Context: an optimization exercise on an open-source flow, tuned for small area, a short achievable clock period and few clock cycles. The choices shown serve that exercise and are no tape-out recipe. At most, simulation tests tie the RTL to the original design; equivalence was not proved.

== P ==
## CNN
module CNN(
    input                       clk,
    input                       rst_n,
    input                       in_valid,
    input      signed [15:0]    in_data,
    input                       opt,
    output reg                  out_valid,
    output reg signed [15:0]    out_data
);
reg [15:0] ring [0:35];
reg [15:0] kr0, kr1, kr2, kr3, kr4, kr5, kr6, kr7, kr8;
reg [6:0] cnt;           
reg       opt_r;
integer n;
always @(posedge clk) begin
    ring[0] <= (cnt < 7'd36) ? in_data : ring[35];
    for (n = 1; n < 36; n = n + 1) ring[n] <= ring[n-1];
    if (cnt == 7'd36) kr0 <= in_data;
    if (cnt == 7'd37) kr1 <= in_data;
    if (cnt == 7'd38) kr2 <= in_data;
    if (cnt == 7'd39) kr3 <= in_data;
    if (cnt == 7'd40) kr4 <= in_data;
    if (cnt == 7'd41) kr5 <= in_data;
    if (cnt == 7'd42) kr6 <= in_data;
    if (cnt == 7'd43) kr7 <= in_data;
    if (cnt == 7'd44) kr8 <= in_data;
end
always @(posedge clk or negedge rst_n) begin
    if (!rst_n) begin
        cnt <= 7'd0;
        opt_r <= 1'b0;
    end else begin
        if (cnt == 7'd0) begin
            if (in_valid) begin
                cnt <= 7'd1;
                opt_r <= opt;
            end
        end else if (cnt == 7'd67)
            cnt <= 7'd0;
        else
            cnt <= cnt + 7'd1;
  ...
clock: 14.0 ns
lec_check: 0
cap_margin: 20
core_margin: 2
core_utilization: 40
place_density: 0.6
slew_margin: 20
synth_hierarchical: 1
synth_minimum_keep_size: 0
run.sh (not shown) runs the stock make flow with config.mk's settings and CLKGATE_MAP_FILE= SYNTH_SCRIPT=/design/flow/synth_recipe.tcl, a recipe that flattens the netlist after the stock synthesis.
--- input diff P..Q ---
# P
export LEC_CHECK = 0
export CAP_MARGIN = 20
export CORE_MARGIN = 2
export CORE_UTILIZATION = 40
export PLACE_DENSITY = 0.6
export SLEW_MARGIN = 20
export SYNTH_HIERARCHICAL = 1
export SYNTH_MINIMUM_KEEP_SIZE = 0
create_clock -name core_clock -period 14.0 [get_ports {clk}]
# Q
export LEC_CHECK = 0
export ABC_CLOCK_PERIOD_IN_PS = 3000
export CAP_MARGIN = 20
export CORE_MARGIN = 2
export CORE_UTILIZATION = 40
export PLACE_DENSITY = 0.6
export SLEW_MARGIN = 20
export SYNTH_HIERARCHICAL = 1
export SYNTH_MINIMUM_KEEP_SIZE = 0
create_clock -name core_clock -period 14.0 [get_ports {clk}]
### Flow results
Final critical path time including I/O delays and setup across P and Q: no real change. Comparing P against Q, there is no change at all in worst slack on hold paths. In terms of clock network contribution to total cell area, P and Q differ only marginally.
Function was not checked in any run of this note: the RTL went through the layout flow alone.

* * *

== v53 ==
Another version of the RTL of CNN (not shown whole).
Size: about 4800 cells after synthesis, roughly 1100 flip-flops, roughly 37 I/O pins, ~60000 um2 of cells after synthesis.
==> flow/config.mk <==
export PLATFORM = sky130hd
export DESIGN_NAME = CNN
export DESIGN_NICKNAME = CNN
export VERILOG_FILES = /design/flow/design.v
export SDC_FILE = /design/flow/constraint.sdc
export NUM_CORES = 4
export LEC_CHECK = 0
export CAP_MARGIN = 20
export CORE_MARGIN = 2
export CORE_UTILIZATION = 40
export PLACE_DENSITY = 0.6
export SLEW_MARGIN = 20
export SYNTH_HIERARCHICAL = 1
export SYNTH_MINIMUM_KEEP_SIZE = 0
==> flow/constraint.sdc <==
create_clock -name core_clock -period 14.0 [get_ports {clk}]
set_input_delay 2.8000 -clock core_clock [delete_from_list [all_inputs] [get_ports {clk}]]
set_output_delay 2.8000 -clock core_clock [all_outputs]
set_load 0.01 [all_outputs]
standard.sh (not shown) runs the stock make flow with config.mk's settings and CLKGATE_MAP_FILE= SYNTH_SCRIPT=/design/flow/synth_recipe.tcl, a recipe that flattens the netlist after the stock synthesis.
==> flow/flow/run.sh <==
#!/bin/bash
# Standard ORFS layout, with faster port buffers and timing repair aimed
# below the clock period.
set -euo pipefail
bash standard.sh SETUP_SLACK_MARGIN=10 "BUFFER_PORTS_ARGS=-buffer_cell sky130_fd_sc_hd__buf_2" finish > make.log 2>&1
v53 ended with every stage complete and zero timing, DRC or antenna violations.
Testbench counts of v53, summed over its fixed seeds: cycles 13,248.
### v53 -> v57
- swapping 40 for 65 in CORE_UTILIZATION
- swapping 0.6 for 0.8 in PLACE_DENSITY
Results
| smallest setup slack after layout | v57 vs v53 | worse |
Taking v53 as the reference, in v57 die area fell 58000 um2, routed length on met3 rose 4.5 mm, worst hold slack fell 0.012 ns.
## Diff of input files: v43 against v57
- swapping 65 for 40 in CORE_UTILIZATION
- swapping 0.8 for 0.6 in PLACE_DENSITY
==> flow/run.sh (new file) <==
#!/bin/bash
# synth_recipe.tcl (not shown) runs the flow's synth.tcl, then flattens the netlist and writes it again
# the make line also repeats each setting of config.mk as NAME=value (left out here)
make -C /OpenROAD-flow-scripts/flow DESIGN_CONFIG=/design/flow/config.mk WORK_HOME=/design/flow/orfs CLKGATE_MAP_FILE= SYNTH_SCRIPT=/design/flow/synth_recipe.tcl finish
removed: flow/flow/run.sh
removed: flow/standard.sh
[summary]
v43 ended up with out_data[8] as its start point of the critical path; v57 ended up with out_valid. The sequential cell area of v57 and that of v43 are within noise of each other. Number of buffers added by the clock tree synthesis step | v43 above v57. [compare] base=v57 new=v43: final critical delay including setup and external delays rose by 0.34 ns; timing-limited maximum frequency fell by about 7.5%. Comparing v57 and v43, global-route met3 utilization is lower on v43.
[inputs] v6 vs v43
- changing PLACE_DENSITY from 0.6 to 0.8
- changing CORE_UTILIZATION from 40 to 65
- setting CTS_BUF_LIST to sky130_fd_sc_hd__clkbuf_8 for the first time
- setting CTS_CLUSTER_SIZE to 20 for the first time
==> flow/flow/run.sh (new file) <==
#!/bin/bash
# Standard ORFS layout, with faster port buffers and timing repair aimed
# below the clock period.
set -euo pipefail
bash standard.sh SETUP_SLACK_MARGIN=10 "BUFFER_PORTS_ARGS=-buffer_cell sky130_fd_sc_hd__buf_2" finish > make.log 2>&1
==> flow/standard.sh (new file) <==
#!/bin/bash
# synth_recipe.tcl (not shown) runs the flow's synth.tcl, then flattens the netlist and writes it again
# the make line also repeats each setting of config.mk as NAME=value (left out here)
make -C /OpenROAD-flow-scripts/flow DESIGN_CONFIG=/design/flow/config.mk WORK_HOME=/design/flow/orfs CLKGATE_MAP_FILE= SYNTH_SCRIPT=/design/flow/synth_recipe.tcl "${@:-finish}"
removed: flow/run.sh
Results
Between v6 and v43, the difference in sequential share of layout area is negligible. Relative to v43, final period utilization has gone down in v6. Compared with v43, v6 shows hold slack lower by 0.028 ns. On v6: fmax is 8.2 MHz higher than what v43 gave. Of the two values seen for startpoint of the worst setup timing path, out_data[8] was produced by v43 and out_valid by v6. Per the comparison of v6 with v43, final routed wirelength across all metal layers fell by about 0.65%, final design utilization has increased.

[afterwards: timing with drivers on the ports]
No port has a modelled driver above. Below, the same layouts with a new extraction and two added sets of constraints. Step 1 sets driving cells, clkbuf_16 on the clock port and buf_2 on the other inputs (assumed; they add their load-dependent delay and slew). Step 2 times the ports against the registers' clock, not the clock port: input delays grow and output delays shrink by t, the midpoint of the rising clock arrivals with the driver on. Slacks: ideal / step 1 / step 2; pairs: ideal / step 1.
| run | t, ns | setup WS [ns] | worst hold slack (ns) | worst setup path after step 2 |
|---|---|---|---|---|
| P | 0.801 | 8.532 / 8.532 / 8.532 | 0.296 / 0.296 / 0.296 | register to register |
| Q | 0.801 | 8.532 / 8.532 / 8.532 | 0.296 / 0.296 / 0.296 | register to register |
| v53 | 0.799 | 10.005 / 9.926 / 10.079 | 0.287 / 0.287 / 0.287 | register to register |
| v57 | 0.767 | 9.876 / 9.805 / 10.077 | 0.275 / 0.275 / 0.275 | register to register |
| v43 | 0.802 | 9.541 / 9.459 / 9.566 | 0.289 / 0.289 / 0.289 | input to register |
| v6 | 0.925 | 9.698 / 9.626 / 10.019 | 0.261 / 0.261 / 0.261 | register to register |
After both steps every run listed still meets setup and hold.
